From an optimization exercise on the open Yosys and OpenROAD flow, aimed at small area; shortcuts taken in it are not production practice.
Function was checked by simulation only, so behaviour that the tests miss may differ from the original.
No activity file was given, so power comes from the tool's default toggle rates.

// main_module
module main_module(data_out,ins,A,B,current_address,ans_ex,mux_ans_dm,ans_wb,data_in,clk,interrupt,reset,
	imem_addr,imem_rdata,dmem_en,dmem_we,dmem_addr,dmem_wdata,dmem_rdata);
output [19:0] ins;
output [7:0] A,B,current_address,ans_ex,mux_ans_dm,ans_wb,data_out;
input [7:0] data_in;
input clk,interrupt,reset;
output [7:0] imem_addr;
input [19:0] imem_rdata;
output dmem_en,dmem_we;
output [7:0] dmem_addr,dmem_wdata;
input [7:0] dmem_rdata;
reg        rd;                  
reg  [7:0] hold;                
reg [19:0] ins_hold;            
reg        stall_pm, qt1, qt2;
reg        Q1, Q2, Q3, Q4;      
reg  [4:0] op_dec;
reg  [4:0] RA_reg, RB_reg, RW_reg;
reg        nm;                  
reg  [4:0] reg2, reg3, reg4;    
reg        out_reg1;
reg  [7:0] out_reg2;
reg  [1:0] flag_temp;
reg  [7:0] ans_ex_r, B_Bypass, data_out_r;
reg        mem_en_ex, mem_rw_ex;
reg  [7:0] ans_reg;
reg        msel_dm;
  ...
Size: roughly 370 flip-flops, about 140 I/O pins, ~0.018 sq mm of cells after synthesis.
clock: 12.5 ns
lec_check: 0
cap_margin: 20
core_margin: 8
core_utilization: 50
slew_margin: 20
synth_hierarchical: 1
standard.sh (not shown) runs the stock make flow with config.mk's settings and CLKGATE_MAP_FILE= SYNTH_SCRIPT=/design/flow/synth_recipe.tcl, a recipe that flattens the netlist after the stock synthesis.
==> flow/flow/run.sh <==
#!/bin/bash
# Standard layout, except: ports are buffered with the smallest buffer, and
# clock tree synthesis uses clkbuf_4 without dummy loads.
set -euo pipefail
bash standard.sh finish \
  "BUFFER_PORTS_ARGS=-buffer_cell sky130_fd_sc_hd__buf_1" \
  "CTS_ARGS=-sink_clustering_enable -repair_clock_nets -dont_use_dummy_load -buf_list sky130_fd_sc_hd__clkbuf_4" \
  > standard.log 2>&1
Edit:
==> flow/run.sh (new file) <==
#!/bin/bash
# synth_recipe.tcl (not shown) runs the flow's synth.tcl, then flattens the netlist and writes it again
# the make line also repeats each setting of config.mk as NAME=value (left out here)
make -C /OpenROAD-flow-scripts/flow DESIGN_CONFIG=/design/flow/config.mk WORK_HOME=/design/flow/orfs CLKGATE_MAP_FILE= SYNTH_SCRIPT=/design/flow/synth_recipe.tcl finish
- CTS_BUF_LIST: unset -> sky130_fd_sc_hd__clkbuf_4
removed: flow/flow/run.sh
removed: flow/standard.sh
The changed run completed without violations.
Final cell count rises by 2.5%.
Non-clock buffer count rises by 2.
Synthesized cell count stays the same.
Final area rises by 6.9%.
Worst hold slack degrades by 15 ps.
Sequential power barely changes.
Worst setup slack degrades by 500 ps.
Critical path depth stays the same.
Die area does not change.

main_module, a different RTL version from the one above (not shown whole).
For scale: ~370 flip-flops, about 140 I/O pins, about 16000 um2 of cells after synthesis.
==> flow/design.v (excerpt) <==
module main_module(data_out,ins,A,B,current_address,ans_ex,mux_ans_dm,ans_wb,data_in,clk,interrupt,reset,
	imem_addr,imem_rdata,dmem_en,dmem_we,dmem_addr,dmem_wdata,dmem_rdata);
export LEC_CHECK = 0
export CAP_MARGIN = 20
export CORE_MARGIN = 4
export CORE_UTILIZATION = 45
export SLEW_MARGIN = 20
export SYNTH_HIERARCHICAL = 1
create_clock -name core_clock -period 12.5 [get_ports {clk}]
==> flow/flow/run.sh <==
#!/bin/bash
# Standard layout, except: ports are buffered with the smallest buffer, and
# clock tree synthesis uses larger sink clusters without dummy loads.
set -euo pipefail
bash standard.sh finish \
  "BUFFER_PORTS_ARGS=-buffer_cell sky130_fd_sc_hd__buf_1" \
  "CTS_ARGS=-sink_clustering_enable -repair_clock_nets -dont_use_dummy_load -buf_list sky130_fd_sc_hd__clkbuf_8 -sink_clustering_size 12 -sink_clustering_max_diameter 50" \
  > standard.log 2>&1
The baseline passed the timing, DRC and antenna checks.
Next try:
==> flow/flow/run.sh (replaced) <==
#!/bin/bash
# Standard layout, except: ports are buffered with the smallest buffer, and
# clock tree synthesis uses larger sink clusters without dummy loads.
set -euo pipefail
bash standard.sh finish \
  "BUFFER_PORTS_ARGS=-buffer_cell sky130_fd_sc_hd__buf_1" \
  "CTS_ARGS=-sink_clustering_enable -repair_clock_nets -dont_use_dummy_load -buf_list sky130_fd_sc_hd__clkbuf_4 -sink_clustering_size 8 -sink_clustering_max_diameter 40" \
  > standard.log 2>&1
Effect: The changed run finished clean. Sequential share of layout area rose by 0.33 points. Clock-buffer cell count is higher by 16. Die area is unchanged. Non-clock buffer count stays the same.

## what the ideal ports hide
No port has a modelled driver above. Below, the same layouts with a new extraction and two added sets of constraints. Step 1 assumes that a clkbuf_16 drives the clock port and a buf_2 every other input. Step 2, shift: input delay + t, output delay - t, t = (earliest + latest rising clock arrival at the registers) / 2. This alone moves slack from input paths to output paths. Three values: ideal ports, drivers, drivers and shift; two values: the first two.
run	t, ns	setup WS [ns]	hold WS [ns]	clock arrival spread, ns	cell pins on the clock port's net
the first run of note 1	0.808	1.573 / 1.518 / 2.102	0.370 / 0.370 / 0.370	0.070 / 0.069	1
the second run of note 1	0.856	1.075 / 1.026 / 1.258	0.354 / 0.354 / 0.354	0.076 / 0.076	1
the first run of note 2	0.639	0.673 / 0.624 / 1.264	0.362 / 0.362 / 0.362	0.061 / 0.061	1
the second run of note 2	0.824	0.469 / 0.422 / 1.246	0.364 / 0.364 / 0.364	0.067 / 0.067	1
After both steps every run listed still meets setup and hold.
